This is an optimization exercise on Yosys and OpenROAD, whose aim is small area, not a production implementation.
In this exercise RTL edits were held to simulation tests only and were not proved equivalent to the original.
No run shown here takes its clock network from TritonCTS; it comes from the design's own scripts or RTL.
The flow treats the clock pin as an ideal source. Dropping or thinning the clock tree relies on that and would not hold on a real chip.
No activity file was given, so power comes from the tool's default toggle rates.

### flow/flow/run.sh
#!/bin/bash
# Own layout flow:
#  1. the standard synthesis, then an area re-mapping of its combinational
#     logic (registers kept as they are: same instances, names and cells),
#     the smallest of several ABC runs (flow/reopt.sh), then gates that take
#     the reset through an inverted pin share one inverter (flow/peep.py);
#  2. the standard ORFS floorplan and placement, with buf_1 port buffers;
#  4. the standard ORFS routing and finishing.
set -euo pipefail
export HERE=$(pwd)
R=$HERE/orfs/results/sky130hd/main/base
LIB=$FLOW_HOME/platforms/sky130hd/lib/sky130_fd_sc_hd__tt_025C_1v80.lib
P=$FLOW_HOME/platforms/sky130hd

bash standard.sh synth > log_synth.txt 2>&1
cp $R/1_2_yosys.v $HERE/synth_standard.v

bash $HERE/flow/reopt.sh $HERE/synth_standard.v $HERE/synth_reopt.v $HERE/reopt $FLOW_TOP $LIB > log_reopt.txt 2>&1
cp $HERE/reopt/summary.txt $HERE/reopt_summary.txt

# gates taking the same net through an inverted pin share one inverter instead
# (flow/peep.py); kept only if a SAT check proves the logic between the
# flip-flops unchanged
python3 $HERE/flow/peep.py $HERE/synth_reopt.v $HERE/synth_peep.v > log_peep.txt 2>&1
python3 $HERE/flow/cutff.py $HERE/synth_reopt.v $HERE/eq_gold.v
python3 $HERE/flow/cutff.py $HERE/synth_peep.v $HERE/eq_gate.v
cat > $HERE/eq.ys <<EOT
read_liberty -ignore_miss_func $LIB
read_verilog $HERE/eq_gold.v
rename $FLOW_TOP gold
read_verilog $HERE/eq_gate.v
rename $FLOW_TOP gate
flatten gold gate
miter -equiv -flatten -make_assert gold gate miter
hierarchy -top miter
sat -verify -prove-asserts miter
EOT
if yosys -s $HERE/eq.ys > log_peep_equiv.txt 2>&1; then
  echo "peephole kept" >> log_peep.txt
  cp $HERE/synth_peep.v $R/1_2_yosys.v
else
  echo "peephole dropped" >> log_peep.txt
  cp $HERE/synth_reopt.v $R/1_2_yosys.v
fi
rm -f $R/1_synth.odb

export BUFFER_PORTS_ARGS="-buffer_cell sky130_fd_sc_hd__buf_1"
bash standard.sh place > log_place.txt 2>&1

# one buf_2 input port buffer in place of buf_1 plus the buffer placement adds
PLACE_DB=$R/3_place.odb; PLACE_SDC=$R/3_place.sdc
cat > $HERE/fix_inbuf_run.tcl <<EOT
read_lef $P/lef/sky130_fd_sc_hd.tlef
read_lef $P/lef/sky130_fd_sc_hd_merged.lef
read_liberty $LIB
read_db $R/3_place.odb
read_sdc $R/3_place.sdc
source $HERE/flow/fix_inbuf.tcl
EOT
if OUT_DB=$HERE/place_fix.odb OUT_SDC=$HERE/place_fix.sdc openroad -no_init -exit $HERE/fix_inbuf_run.tcl > log_fix_inbuf.txt 2>&1 \
   && grep -q '^VIOLATIONS 0$' log_fix_inbuf.txt; then
  PLACE_DB=$HERE/place_fix.odb; PLACE_SDC=$HERE/place_fix.sdc
fi
echo "placement used: $PLACE_DB" > log_cts_choice.txt

# clock network candidates (leaf count, root inverter, leaf inverter), smallest first
best=""
for cfg in "1 inv_2 inv_16" "2 inv_2 inv_8" "4 inv_2 inv_4" "3 inv_2 inv_6" "2 inv_2 inv_12" "3 inv_2 inv_8" "2 inv_2 inv_16" "3 inv_2 inv_12" "4 inv_2 inv_12"; do
  set -- $cfg
  tag=$1_$2_$3
  export CLK_K=$1 CLK_ROOT=$2 CLK_LEAF=$3 OUT_DB=$HERE/cts_$tag.odb OUT_SDC=$HERE/cts_$tag.sdc
  cat > $HERE/cts_$tag.tcl <<EOT
read_lef $P/lef/sky130_fd_sc_hd.tlef
read_lef $P/lef/sky130_fd_sc_hd_merged.lef
read_liberty $LIB
read_db $PLACE_DB
read_sdc $PLACE_SDC
source $HERE/flow/clk_try.tcl
EOT
  openroad -no_init -exit $HERE/cts_$tag.tcl > log_cts_$tag.txt 2>&1 || continue
  s=$(awk '/^MAXSLEW/{print $2}' log_cts_$tag.txt)
  echo "$cfg $s" >> log_cts_choice.txt
  if awk -v s="$s" 'BEGIN{exit !(s != "" && s < 0.115)}'; then best="$tag"; break; fi
done
[ -n "$best" ] || { echo "no clock network candidate met the slew target" >> log_cts_choice.txt; exit 1; }
echo "chosen $best" >> log_cts_choice.txt
cp $HERE/cts_$best.sdc $R/4_cts.sdc
cp $HERE/cts_$best.odb $R/4_1_cts.odb

bash standard.sh finish > log_finish.txt 2>&1
### flow/flow/clk_inv.tcl
# Clock network: clk -> one inverter ROOT -> K inverters LEAF (one per group of
# flip-flops, groups by k-means on placement, each leaf at its group's centre) -> flops.
proc clk_inv {K ROOT LEAF} {
  set db [ord::get_db]
  set block [ord::get_db_block]
  set dbu [$block getDbUnitsPerMicron]
  set pts {}
  foreach inst [$block getInsts] {
    if {![[$inst getMaster] isSequential]} continue
    set bb [$inst getBBox]
    lappend pts [list $inst [expr {([$bb xMin]+[$bb xMax])/2.0}] [expr {([$bb yMin]+[$bb yMax])/2.0}]]
  }
  set pts [lsort -real -index 1 $pts]
  set n [llength $pts]
  set cs {}
  for {set k 0} {$k < $K} {incr k} {
    set p [lindex $pts [expr {int(($k+0.5)*$n/$K)}]]
    lappend cs [list [lindex $p 1] [lindex $p 2]]
  }
  for {set it 0} {$it < 50} {incr it} {
    set groups {}
    for {set k 0} {$k < $K} {incr k} { lappend groups {} }
    foreach p $pts {
      set best -1; set bd 1e30
      for {set k 0} {$k < $K} {incr k} {
        set c [lindex $cs $k]
        set d [expr {pow([lindex $p 1]-[lindex $c 0],2)+pow([lindex $p 2]-[lindex $c 1],2)}]
        if {$d < $bd} {set bd $d; set best $k}
      }
      lset groups $best [concat [lindex $groups $best] [list $p]]
    }
    set cs {}
    foreach g $groups {
      set sx 0; set sy 0
      foreach p $g { set sx [expr {$sx+[lindex $p 1]}]; set sy [expr {$sy+[lindex $p 2]}] }
      set m [llength $g]; if {$m == 0} {set m 1}
      lappend cs [list [expr {$sx/$m}] [expr {$sy/$m}]]
    }
  }
  set clknet [$block findNet clk]
  set rm [$db findMaster $ROOT]
  set lm [$db findMaster $LEAF]
  set root [odb::dbInst_create $block $rm clkinv_root]
  set nroot [odb::dbNet_create $block clk_root_n]
  $nroot setSigType CLOCK
  [$root findITerm A] connect $clknet
  [$root findITerm Y] connect $nroot
  set ax 0; set ay 0
  foreach c $cs { set ax [expr {$ax+[lindex $c 0]/$K}]; set ay [expr {$ay+[lindex $c 1]/$K}] }
  $root setLocation [expr {int($ax)}] [expr {int($ay)}]
  $root setPlacementStatus PLACED
  set k 0
  foreach g $groups c $cs {
    if {[llength $g] == 0} continue
    set leaf [odb::dbInst_create $block $lm clkinv_leaf_$k]
    set nl [odb::dbNet_create $block clk_leaf_$k]
    $nl setSigType CLOCK
    [$leaf findITerm A] connect $nroot
    [$leaf findITerm Y] connect $nl
    $leaf setLocation [expr {int([lindex $c 0])}] [expr {int([lindex $c 1])}]
    $leaf setPlacementStatus PLACED
    foreach p $g {
      set it [[lindex $p 0] findITerm CLK]
      $it disconnect
      $it connect $nl
    }
    incr k
  }
}
### flow/flow/clk_try.tcl
# Builds the clock network (flow/clk_inv.tcl) on the placed design, legalizes,
# prints the worst flip-flop clock-pin slew and writes the CTS-stage database.
source $::env(FLOW_HOME)/platforms/sky130hd/setRC.tcl
source $::env(HERE)/flow/clk_inv.tcl
clk_inv $::env(CLK_K) sky130_fd_sc_hd__$::env(CLK_ROOT) sky130_fd_sc_hd__$::env(CLK_LEAF)
detailed_placement
check_placement -verbose
set_propagated_clock [all_clocks]
estimate_parasitics -placement
set mx 0
foreach p [all_registers -edge_triggered -clock_pins] {
  foreach t {rise fall} { set s [get_property $p slew_max_$t] ; if {$s > $mx} {set mx $s} }
}
puts "MAXSLEW $mx"
report_clock_skew
report_checks -path_delay min
report_checks -path_delay max
write_db $::env(OUT_DB)
write_sdc $::env(OUT_SDC)
### flow/flow/cutff.py
#!/usr/bin/env python3
"""cutff.py IN.v OUT.v : turn each sky130 flip-flop instance into a cut: its Q net
becomes an input port and its D net an output port named after the instance,
leaving a purely combinational module (for equivalence checks)."""
import re, sys
src = open(sys.argv[1]).read()
inst_re = re.compile(r'\s*(sky130_fd_sc_hd__df\w+)\s+(\S+)\s*\((.*?)\);', re.S)
ins = []; outs = []
def repl(m):
    name = m.group(2).lstrip('\\')
    pins = dict(re.findall(r'\.(\w+)\(([^()]*)\)', m.group(3)))
    k = len(outs)
    ins.append((k, pins['Q'].strip())); outs.append((k, pins['D'].strip(), name))
    return ''
body = inst_re.sub(repl, src)
decl = []; assigns = []
for k, q in ins:
    decl.append('  input ffq_%d;' % k); assigns.append('  assign %s = ffq_%d;' % (q, k))
for k, d, name in outs:
    decl.append('  output ffd_%d;' % k); assigns.append('  assign ffd_%d = %s;' % (k, d))
m = re.search(r'module\s+(\w+)\s*\((.*?)\);', body, re.S)
ports = m.group(2) + ', ' + ', '.join(['ffq_%d' % k for k, _ in ins] + ['ffd_%d' % k for k, _, _ in outs])
body = body[:m.start()] + 'module %s(%s);\n' % (m.group(1), ports) + '\n'.join(decl) + '\n' + body[m.end():]
i = body.rindex('endmodule')
body = body[:i] + '\n'.join(assigns) + '\n' + body[i:]
open(sys.argv[2], 'w').write(body)
### flow/flow/fix_inbuf.tcl
# The input port buffer of the placed design (buf_1 from buffer_ports) drives the
# reset's high fanout, for which placement adds a second buffer. Replace the two
# by one buf_2 port buffer; report remaining max-slew/max-cap violations.
source $::env(FLOW_HOME)/platforms/sky130hd/setRC.tcl
set block [ord::get_db_block]
foreach inst [$block getInsts] {
  set nm [$inst getName]
  if {![string match "input*" $nm]} continue
  if {![string match "*buf*" [[$inst getMaster] getName]]} continue
  replace_cell $nm sky130_fd_sc_hd__buf_2
  set net [[$inst findITerm X] getNet]
  set extra {}
  foreach it [$net getITerms] {
    set li [$it getInst]
    set lnm [$li getName]
    if {$lnm eq $nm} continue
    if {[string match "input*" $lnm] || [string match "output*" $lnm]} continue
    if {[string match "sky130_fd_sc_hd__buf_*" [[$li getMaster] getName]]} { lappend extra [get_cells $lnm] }
  }
  if {[llength $extra]} { remove_buffers $extra }
}
detailed_placement
check_placement -verbose
estimate_parasitics -placement
set nv [expr {[sta::max_slew_violation_count] + [sta::max_capacitance_violation_count]}]
report_check_types -max_slew -max_capacitance -violators
puts "VIOLATIONS $nv"
write_db $::env(OUT_DB)
write_sdc $::env(OUT_SDC)
### flow/flow/peep.py
#!/usr/bin/env python3
"""peep.py IN.v OUT.v : in a yosys-written netlist (sky130hd cells), gates with one
inverted input pin (nand2b, nor3b, a21boi, ...) whose net feeds such pins of
several gates are replaced by the plain gate fed from one shared inverter of
that net (or an existing inverter of it), when that is smaller in total.
Prints the area change. The caller checks equivalence."""
import re, sys
from collections import defaultdict
src = open(sys.argv[1]).read()
P = 'sky130_fd_sc_hd__'
# b-cell: (plain cell, inverted pin, plain pin, area b-cell, area plain)
MAP = {
    'nand2b_1': ('nand2_1', 'A_N', 'A', 6.2560, 3.7536),
    'nor2b_1':  ('nor2_1',  'B_N', 'B', 6.2560, 3.7536),
    'and2b_1':  ('and2_0',  'A_N', 'A', 7.5072, 6.2560),
    'or2b_1':   ('or2_0',   'B_N', 'B', 7.5072, 6.2560),
    'nand3b_1': ('nand3_1', 'A_N', 'A', 7.5072, 5.0048),
    'nor3b_1':  ('nor3_1',  'C_N', 'C', 7.5072, 5.0048),
    'and3b_1':  ('and3_1',  'A_N', 'A', 8.7584, 6.2560),
    'or3b_1':   ('or3_1',   'C_N', 'C', 8.7584, 6.2560),
    'nand4b_1': ('nand4_1', 'A_N', 'A', 8.7584, 6.2560),
    'nor4b_1':  ('nor4_1',  'D_N', 'D', 8.7584, 6.2560),
    'and4b_1':  ('and4_1',  'A_N', 'A', 10.0096, 8.7584),
    'or4b_1':   ('or4_1',   'D_N', 'D', 10.0096, 7.5072),
    'a21boi_0': ('a21oi_1', 'B1_N', 'B1', 7.5072, 5.0048),
    'o21bai_1': ('o21ai_0', 'B1_N', 'B1', 7.5072, 5.0048),
}
INV_AREA = 3.7536
inst_re = re.compile(r'(\s*)(sky130_fd_sc_hd__\w+)\s+(\S+)\s*\((.*?)\);', re.S)
pin_re = re.compile(r'\.(\w+)\(([^()]*)\)')
insts = list(inst_re.finditer(src))
existing_inv = {}
for m in insts:
    c = m.group(2)[len(P):]
    if re.match(r'(clk)?inv_\d+$', c):
        pins = dict(pin_re.findall(m.group(4)))
        existing_inv.setdefault(pins['A'].strip(), pins['Y'].strip())
bynet = defaultdict(list)
for m in insts:
    c = m.group(2)[len(P):]
    if c in MAP:
        pins = dict(pin_re.findall(m.group(4)))
        net = pins[MAP[c][1]].strip()
        bynet[net].append(m)
edits = {}; newinv = []; total = 0.0; k = 0
for net, ms in bynet.items():
    save = sum(MAP[m.group(2)[len(P):]][3] - MAP[m.group(2)[len(P):]][4] for m in ms)
    extra = 0.0 if net in existing_inv else INV_AREA
    if save - extra <= 1e-9:
        continue
    if net in existing_inv:
        nn = existing_inv[net]
    else:
        nn = 'pp_n%d' % k; k += 1; newinv.append((net, nn))
    for m in ms:
        plain, npin, pin, _, _ = MAP[m.group(2)[len(P):]]
        body = re.sub(r'\.%s\([^()]*\)' % npin, '.%s(%s)' % (pin, nn), m.group(4))
        edits[m.start()] = (m.end(), '%s%s%s %s (%s);' % (m.group(1), P, plain, m.group(3), body))
    total += save - extra
out = []; last = 0
for st in sorted(edits):
    en, txt = edits[st]
    out.append(src[last:st]); out.append(txt); last = en
out.append(src[last:])
src = ''.join(out)
if newinv:
    src = re.sub(r'(module\s+\w+\s*\(.*?\);)', lambda mm: mm.group(1) + ''.join('\n  wire %s;' % nn for _, nn in newinv), src, count=1, flags=re.S)
    i = src.rindex('endmodule')
    src = src[:i] + ''.join('  %sinv_1 %s_inv (\n    .A(%s),\n    .Y(%s)\n  );\n' % (P, nn, net, nn) for net, nn in newinv) + src[i:]
open(sys.argv[2], 'w').write(src)
print("%.4f" % -total)
### flow/flow/reopt.sh
#!/bin/bash
# reopt.sh IN.v OUT.v WORKDIR TOP LIB : re-map the combinational logic of a mapped
# netlist for area, flip-flops kept as they are (same instances, names, cells).
# Round 1 runs ABC (deepsyn with several seeds, then mapping) on IN, 4 runs at a
# time; round 2 does the same from round 1's smallest result. The smallest
# netlist of all (IN included) is written to OUT. deepsyn stops after a fixed
# number of steps without improvement, so the result does not depend on load.
set -uo pipefail
IN=$1; OUT=$2; W=$3; TOP=$4; LIB=$5
mkdir -p $W
cat > $W/in.ys <<EOT
read_liberty -lib $LIB
read_verilog $IN
hierarchy -top $TOP
tee -o $W/in.stat stat -liberty $LIB
EOT
yosys -s $W/in.ys > $W/in.log 2>&1
cp $IN $W/in.v

run_round () {   # run_round ROUND INPUT SEEDS...
  local r=$1 src=$2; shift 2
  local pids=()
  for s in "$@"; do
    for v in a b; do
      n=r${r}${v}$s
      if [ $v = a ]; then
        script="&get -n;&deepsyn -J 300 -T 300 -S $s;&put;&get -n;&dch -f;&nf -R 1000;&put"
      else
        script="&get -n;&deepsyn -J 300 -T 300 -S $((s+50));&put;dch -f;&get -n;&nf -R 1000;&put;mfs2 -a;&get -n;&nf -R 1000;&put"
      fi
      echo "$script" | tr ';' '\n' > $W/$n.abc
      cat > $W/$n.ys <<EOT
read_liberty -ignore_miss_func $LIB
setattr -mod -set keep_hierarchy 1 sky130_fd_sc_hd__dfxtp_1
read_verilog $src
hierarchy -top $TOP
flatten
delete t:\$scopeinfo
opt_clean -purge
abc -liberty $LIB -dont_use *lpflow* -dont_use *probe* -script $W/$n.abc
opt_clean -purge
hilomap -singleton -hicell sky130_fd_sc_hd__conb_1 HI -locell sky130_fd_sc_hd__conb_1 LO
rename -hide w:*.*
select -module $TOP
tee -o $W/$n.stat stat -liberty $LIB
write_verilog -noattr -selected $W/$n.v
EOT
      ( yosys -s $W/$n.ys > $W/$n.log 2>&1 ) &
      pids+=($!)
      if [ ${#pids[@]} -ge 4 ]; then wait ${pids[@]}; pids=(); fi
    done
  done
  wait
}
ranked () {
  for f in $W/*.stat; do a=$(awk '/Chip area/{print $NF}' $f); [ -n "$a" ] && echo "$a ${f%.stat}"; done | sort -g
}
run_round 1 $IN 1 2 3 4 5 6 7 8 9 10 11 12
best=$(ranked | head -1)
run_round 2 ${best#* }.v 21 22 23 24 25 26
ranked > $W/summary.txt
best=$(head -1 $W/summary.txt)
cp ${best#* }.v $OUT
### flow/standard.sh
#!/bin/bash
# synth_recipe.tcl (not shown) runs the flow's synth.tcl, then flattens the netlist and writes it again
# the make line also repeats each setting of config.mk as NAME=value (left out here)
make -C /OpenROAD-flow-scripts/flow DESIGN_CONFIG=/design/flow/config.mk WORK_HOME=/design/flow/orfs CLKGATE_MAP_FILE= SYNTH_SCRIPT=/design/flow/synth_recipe.tcl "${@:-finish}"
### flow/config.mk
export PLATFORM = sky130hd
export DESIGN_NAME = main
export DESIGN_NICKNAME = main
export VERILOG_FILES = /design/flow/design.v
export SDC_FILE = /design/flow/constraint.sdc
export NUM_CORES = 4
export LEC_CHECK = 0
export CAP_MARGIN = 20
export CORE_MARGIN = 2
export CORE_UTILIZATION = 40
export PLACE_DENSITY = 0.8
export SLEW_MARGIN = 20
### flow/constraint.sdc
create_clock -name core_clock -period 12.0 [get_ports {clk}]
set_input_delay 2.4000 -clock core_clock [delete_from_list [all_inputs] [get_ports {clk}]]
set_output_delay 2.4000 -clock core_clock [all_outputs]
set_load 0.01 [all_outputs]
### flow/design.v
module main(
	input wire clk,
	input wire rst,
	output wire led5,
	output wire led6,
    output wire [7:0] disp_7seg_segments,
    output wire [2:0] disp_7seg_dig
);
    localparam [9:0] PS_Z = 10'b1010101010;
    localparam [9:0] PS_X = 10'b1000101011;
    localparam [9:0] PS_Y = 10'b0011001001;
    reg  [9:0] ps;
    wire ps_wrap = (ps == PS_X);
    wire ps_ld = rst | ps_wrap;
    reg  h;
    always @(posedge clk) begin
        ps[9:1] <= ps_ld ? PS_Z[9:1] : ~ps[8:0];
        ps[0]   <= rst ? PS_Z[0] : ps_wrap ? ~PS_Z[0] : (ps[2] ^ ps[9]);
        h       <= ~rst & (h ^ ps_wrap);
    end
    wire scan_tick = (ps == PS_Y);
    wire num_tick  = ps_wrap & ~h;
    reg [1:0] p;
    always @(posedge clk) begin
        if (rst)
            p <= 2'd0;
        else if (scan_tick)
            p <= {p[0], ~(p[0] | p[1])};
    end
    assign disp_7seg_dig = {p[1], p[0], ~(p[0] | p[1])};
    reg [3:0] d_u, d_t, d_h;
    function [3:0] inc10(input [3:0] d);
        case (d)
            4'd0: inc10 = 4'd1;
            4'd1: inc10 = 4'd2;
            4'd2: inc10 = 4'd3;
            4'd3: inc10 = 4'd4;
            4'd4: inc10 = 4'd5;
            4'd5: inc10 = 4'd6;
            4'd6: inc10 = 4'd7;
            4'd7: inc10 = 4'd8;
            4'd8: inc10 = 4'd9;
            4'd9: inc10 = 4'd0;
            default: inc10 = 4'bxxxx;
        endcase
    endfunction
    wire u9 = d_u[3] & d_u[0];
    wire t9 = d_t[3] & d_t[0];
    wire en_t = num_tick & u9;
    wire en_h = en_t & t9;
    always @(posedge clk) begin
        d_u <= rst ? 4'd0 : num_tick ? inc10(d_u) : d_u;
        d_t <= rst ? 4'd0 : en_t ? inc10(d_t) : d_t;
        d_h <= rst ? 4'd0 : en_h ? inc10(d_h) : d_h;
    end
    wire [3:0] dv = p[0] ? d_t : p[1] ? d_u : d_h;
    reg  [6:0] pat;
    always @(*) begin
        case (dv)
            4'd0: pat = 7'h3f;
            4'd1: pat = 7'h06;
            4'd2: pat = 7'h5b;
            4'd3: pat = 7'h4f;
            4'd4: pat = 7'h66;
            4'd5: pat = 7'h6d;
            4'd6: pat = 7'h7d;
            4'd7: pat = 7'h07;
            4'd8: pat = 7'h7f;
            4'd9: pat = 7'h6f;
            default: pat = 7'bxxxxxxx;
        endcase
    end
    assign disp_7seg_segments = {1'b1, ~pat};
    localparam [15:0] BL_Z = 16'b0101010101010101;
    localparam [15:0] BL_X = 16'b1111011100111000;
    localparam [15:0] BL_M = 16'b1111110111111111;    
    reg [15:0] bl;
    reg led;
    wire bl_wrap = ((bl & BL_M) == (BL_X & BL_M));
    wire bl_ld = rst | bl_wrap;
    always @(posedge clk) begin
        bl[15:1] <= bl_ld ? BL_Z[15:1] : ~bl[14:0];
        bl[0]    <= rst ? BL_Z[0] : bl_wrap ? (led ? BL_Z[0] : ~BL_Z[0]) : ~(bl[8] ^ bl[15]);
        led      <= ~rst & (led ^ bl_wrap);
    end
    assign led5 = led;
    assign led6 = led;
endmodule
==> impl_metrics.toml, run 1 <==
[sta]
finalMaxSlewViolations = 0
slew_headroom_pct = 61.1
finalWorstSetupSlack_ns = 7.24
clock_skew_ns = 0.00168
rsz0062_at_grt = "false"
finalSetupTns_ns = 0
setup_viol = 0
fmax_mhz = 210
fin_crit_ns = 4.76
worstMarginPinSlew_ns = 0.584
finalHoldViolCount = 0
fin_crit_sh_pct = 39.7

[final_layout]
drive_gt1_share_pct = 2.31
final_core_util_pct = 46.1
final_common_cell = "dfxtp_1"
areaGrowthSynthToFinish_pct = 9.36
mostFrequentLayoutCells = "42 x dfxtp_1, 28 x nor2_1, 22 x nand2_1, 12 x buf_1, 11 x a21oi_1"
num-fill-cells = 326
final_nets = 177
antenna_cells = 0

[floorplan]
initial_core_util_pct = 42.2
coreArea_sq_mm = 0.00339
die_y_um = 63.8
ios = 15
die-width_um = 63.8
core.rowCount = 21
dieArea_sq_mm = 0.00407

[routing]
ant_nets = 0
drtIter0Drc = 87
remaining_drc_errors = 0
dr.pass1.iters = 6
avgViaCountPerCell = 5.09
wl_mm = 2.46
vias = 1114
wl_per_cell_um = 11.2

[global_route]
grt_pass1_wl_mm = 4.34
grt.total_usage_pct = 12.4
grt_pass1_vias = 958
antenna_found_initial = 0
overflow = 0
grt_max_degree = 26

[critical_path]
cp-end-kind = "output port"
reg2regPathDepth = 9
crit_fanout = 10
startpoint_type = "flop"
required_ns = 9.60
worstPathArrival_ns = 2.36
path_class = "flop to output port"

[synthesis]
yosys_warnings = 1
avgSynthCellArea_sq_um = 9.11
syn-cell-area_sq_mm = 0.00143
syn_inst = 157
synth_nets = 159

[clock_tree]
insertion_delay_ns = 0.19
clkTransAtPathRegs_ns = 0.10

[place]
dp_slack_ns = 7.54
dpl.hpwl_mm = 1.78
routabilityCongestion = 0.755
portBuffers = 13

[worst_hold_path]
hold_depth = 1
min_path_type = "flop to flop"

[outcome]
status = "timing/DRC/antenna clean"

[power_and_ir_drop]
peakVddDrop_mv = 0.0728
power.leakage_nw = 0.589
finalPower_mw = 0.230
power_density_mw_per_mm2 = 147

[job]
drv_cap = 0
==> stage by stage <==
step           std cells  instance area (sq um)  hold WS [ns]
2_1_floorplan        157                   1430         0.343
3_3_place_gp         217                   1540         0.347
3_5_place_dp         217                   1540         0.353
5_1_grt              219                   1560         0.391
6_report             219                   1560         0.373
==> where the power goes <==
group	total (mW)	leakage (nW)	switching [mW]	internal, mW
logic	0.0324	0.231	0.0211	0.0113
clock network	0.0508	0.0163	0.0440	0.00677
registers	0.147	0.341	0.00327	0.143
total	0.230	0.589	0.0684	0.161
==> sequential cells by signal, summed over array words and instances (netlist names) <==
register	flops
ps	10
d_h	4
led	1
h	1
bl	16
d_u	4
d_t	4
p	2
==> path summary, 6_finish.rpt <==
path,slack (ns),endpoint,from
max,7.24,disp_7seg_segments[5],p[0]
min,0.37,bl[10],bl[9]
max reg2reg,9.40,d_h[2],ps[2]
min reg2reg,0.37,bl[10],bl[9]
==> worst max-delay path, stage by stage, from the launching register on <==
cell and delay [ns]:
dfxtp_1 0.50, nor2_1 0.17, a222oi_1 0.57, or2_0 0.24, nand3_1 0.14, o21ai_0 0.14
nor3_1 0.10, o22ai_1 0.14, buf_1 0.16
==> metal layers <==
layer  global-route usage (%)  routed length, um  up-vias
met5                        0                  0        -
met4                     2.45                 36        0
met3                    0.704                104        4
met2                     20.8               1040       28
met1                     17.8               1280      500
li1                         -                  -      582
==> cell type report <==
| type | count | area (sq um) | area share [%] |
|---|---|---|---|
| tap | 46 | 57.6 | 3.68 |
| sequential | 42 | 841 | 53.8 |
| timing repair buffer | 13 | 50.0 | 3.20 |
| inverter | 6 | 37.5 | 2.40 |
| multi-input combinational | 112 | 578 | 37.0 |
==> inputs of run 2 (changes only) <==
--- a/flow/flow/reopt.sh
+++ b/flow/flow/reopt.sh
@@ -55,9 +55,9 @@
 ranked () {
   for f in $W/*.stat; do a=$(awk '/Chip area/{print $NF}' $f); [ -n "$a" ] && echo "$a ${f%.stat}"; done | sort -g
 }
-run_round 1 $IN 1 2 3 4 5 6 7 8 9 10 11 12
+run_round 1 $IN 1 2 3 4 5 6 7 8 9 10 11 12 13 14 15 16
 best=$(ranked | head -1)
-run_round 2 ${best#* }.v 21 22 23 24 25 26
+run_round 2 ${best#* }.v 21 22 23 24 25 26 27 28
 ranked > $W/summary.txt
 best=$(head -1 $W/summary.txt)
 cp ${best#* }.v $OUT
==> run 2 against run 1 <==
Largest cell class unchanged. First-iteration DRC count unchanged. Hold slack stayed put. Highest routed layer unchanged. Critical path depth unchanged.
==> impl_metrics.toml, run 2 <==
[final_layout]
mostFrequentLayoutCells = "42 x dfxtp_1, 28 x nor2_1, 22 x nand2_1, 12 x buf_1, 11 x a21oi_1"
final_common_cell = "dfxtp_1"
instances_no_fill = 219
drive_gt1_share_pct = 2.31
antenna_cells = 0
max_flop_register = "bl"
largest_reg_flops = 16
top_regs = "bl x16, ps x10"
areaGrowthSynthToFinish_pct = 9.36
final_nets = 177
num-fill-cells = 326

[sta]
worstMarginPinSlew_ns = 0.584
finalSetupTns_ns = 0
clock_skew_ns = 0.00168
slew_headroom_pct = 61.1
rsz0062_at_grt = "false"
setup_viol = 0
fin_crit_sh_pct = 39.7
finalWorstSetupSlack_ns = 7.24
finalHoldViolCount = 0
fin_crit_ns = 4.76
fmax_mhz = 210
finalMaxSlewViolations = 0

[routing]
remaining_drc_errors = 0
avgViaCountPerCell = 5.09
wl_mm = 2.46
vias = 1114
dr.pass1.iters = 6
wl_per_cell_um = 11.2
drtIter0Drc = 87
ant_nets = 0

[floorplan]
initial_core_util_pct = 42.2
coreArea_sq_mm = 0.00339
ios = 15
core.rowCount = 21
die-width_um = 63.8
die_y_um = 63.8
dieArea_sq_mm = 0.00407

[global_route]
grt_max_degree = 26
overflow = 0
grt.total_usage_pct = 12.4
grt_pass1_vias = 958
antenna_found_initial = 0
grt_pass1_wl_mm = 4.34

[critical_path]
path_class = "flop to output port"
crit_fanout = 10
startpoint_type = "flop"
worstPathArrival_ns = 2.36
required_ns = 9.60
cp-end-kind = "output port"

[place]
portBuffers = 13
dp.cells = 217
routabilityCongestion = 0.755
dpl.hpwl_mm = 1.78
dp_slack_ns = 7.54

[clock_tree]
insertion_delay_ns = 0.19
clkTransAtPathRegs_ns = 0.10

[worst_hold_path]
min_path_type = "flop to flop"

[synthesis]
syn_inst = 157
syn-cell-area_sq_mm = 0.00143
synth_nets = 159
yosys_warnings = 1
avgSynthCellArea_sq_um = 9.11

[power_and_ir_drop]
power_density_mw_per_mm2 = 147
power.leakage_nw = 0.589
peakVddDrop_mv = 0.0728

[outcome]
status = "timing/DRC/antenna clean"

[job]
drv_cap = 0
## run 2: layout make-up
type	instances	area [sq um]	area share [%]
flip-flops and latches	42	841	53.8
inverters	6	37.5	2.40
well taps	46	57.6	3.68
multi-input cells	112	578	37.0
repair buffers	13	50.0	3.20
## run 2: critical path: stages, from the launching register on
cell      delay, ns
dfxtp_1        0.50
nor2_1         0.17
a222oi_1       0.57
or2_0          0.24
nand3_1        0.14
o21ai_0        0.14
nor3_1         0.10
o22ai_1        0.14
buf_1          0.16
## run 2: metrics by stage
stage | total power, mW | hold WS [ns] | util [%] | instance area [sq um]
6_report | 0.230 | 0.373 | 46.1 | 1560
5_1_grt | 0.242 | 0.391 | 46.1 | 1560
3_5_place_dp | 0.182 | 0.353 | 45.6 | 1540
3_3_place_gp | 0.181 | 0.347 | 45.6 | 1540
2_1_floorplan | 0.171 | 0.343 | - | 1430
## run 2: power by group
part           internal [mW]  leakage (nW)  switching (mW)  total (mW)
Sequential             0.143         0.341         0.00327       0.147
Combinational         0.0113         0.231          0.0211      0.0324
Clock                0.00677        0.0163          0.0440      0.0508
Total                  0.161         0.589          0.0684       0.230
## run 2: worst paths after layout
kind                                         endpoint  cells past startpoint  start  slack, ns
worst max register to register                 d_h[2]                      9  ps[2]       9.40
worst min-delay path                           bl[10]                      1  bl[9]       0.37
worst max-delay path            disp_7seg_segments[5]                      8   p[0]       7.24
worst min register to register                 bl[10]                      1  bl[9]       0.37
## run 2: per-layer routing
layer / GRT usage, % / vias up / share of wire, %
li1: - / 582 / -
met1: 17.8 / 500 / 52
met2: 20.8 / 28 / 42
met3: 0.704 / 4 / 4.2
met4: 2.45 / 0 / 1.5
met5: 0 / - / 0

separate check: timing with driven ports:
The flow's constraints put no driver on any port. The routed layouts listed below were extracted and timed again, unchanged, in two steps.
Step 1 (the two cells are an assumption about what drives the block):
set clk [get_ports {clk}]
set_driving_cell -lib_cell sky130_fd_sc_hd__clkbuf_16 $clk
set_driving_cell -lib_cell sky130_fd_sc_hd__buf_2 [delete_from_list [all_inputs] $clk]
Step 2 moves the port delays by t, midway between the first and last clock arrival at a register: inputs arrive t later, outputs are due t later. That takes back most of the time a late clock gives input paths.
a / b / c = no drivers / after step 1 / after step 2; a / b = the first two.
| run | t (ns) | setup slack, ns | clock arrival spread, ns |
|---|---|---|---|
| run 1 | 0.216 | 7.240 / 7.214 / 7.430 | 0.002 / 0.002 |
| run 2 | 0.216 | 7.240 / 7.214 / 7.430 | 0.002 / 0.002 |
After both steps every run listed still meets setup and hold.
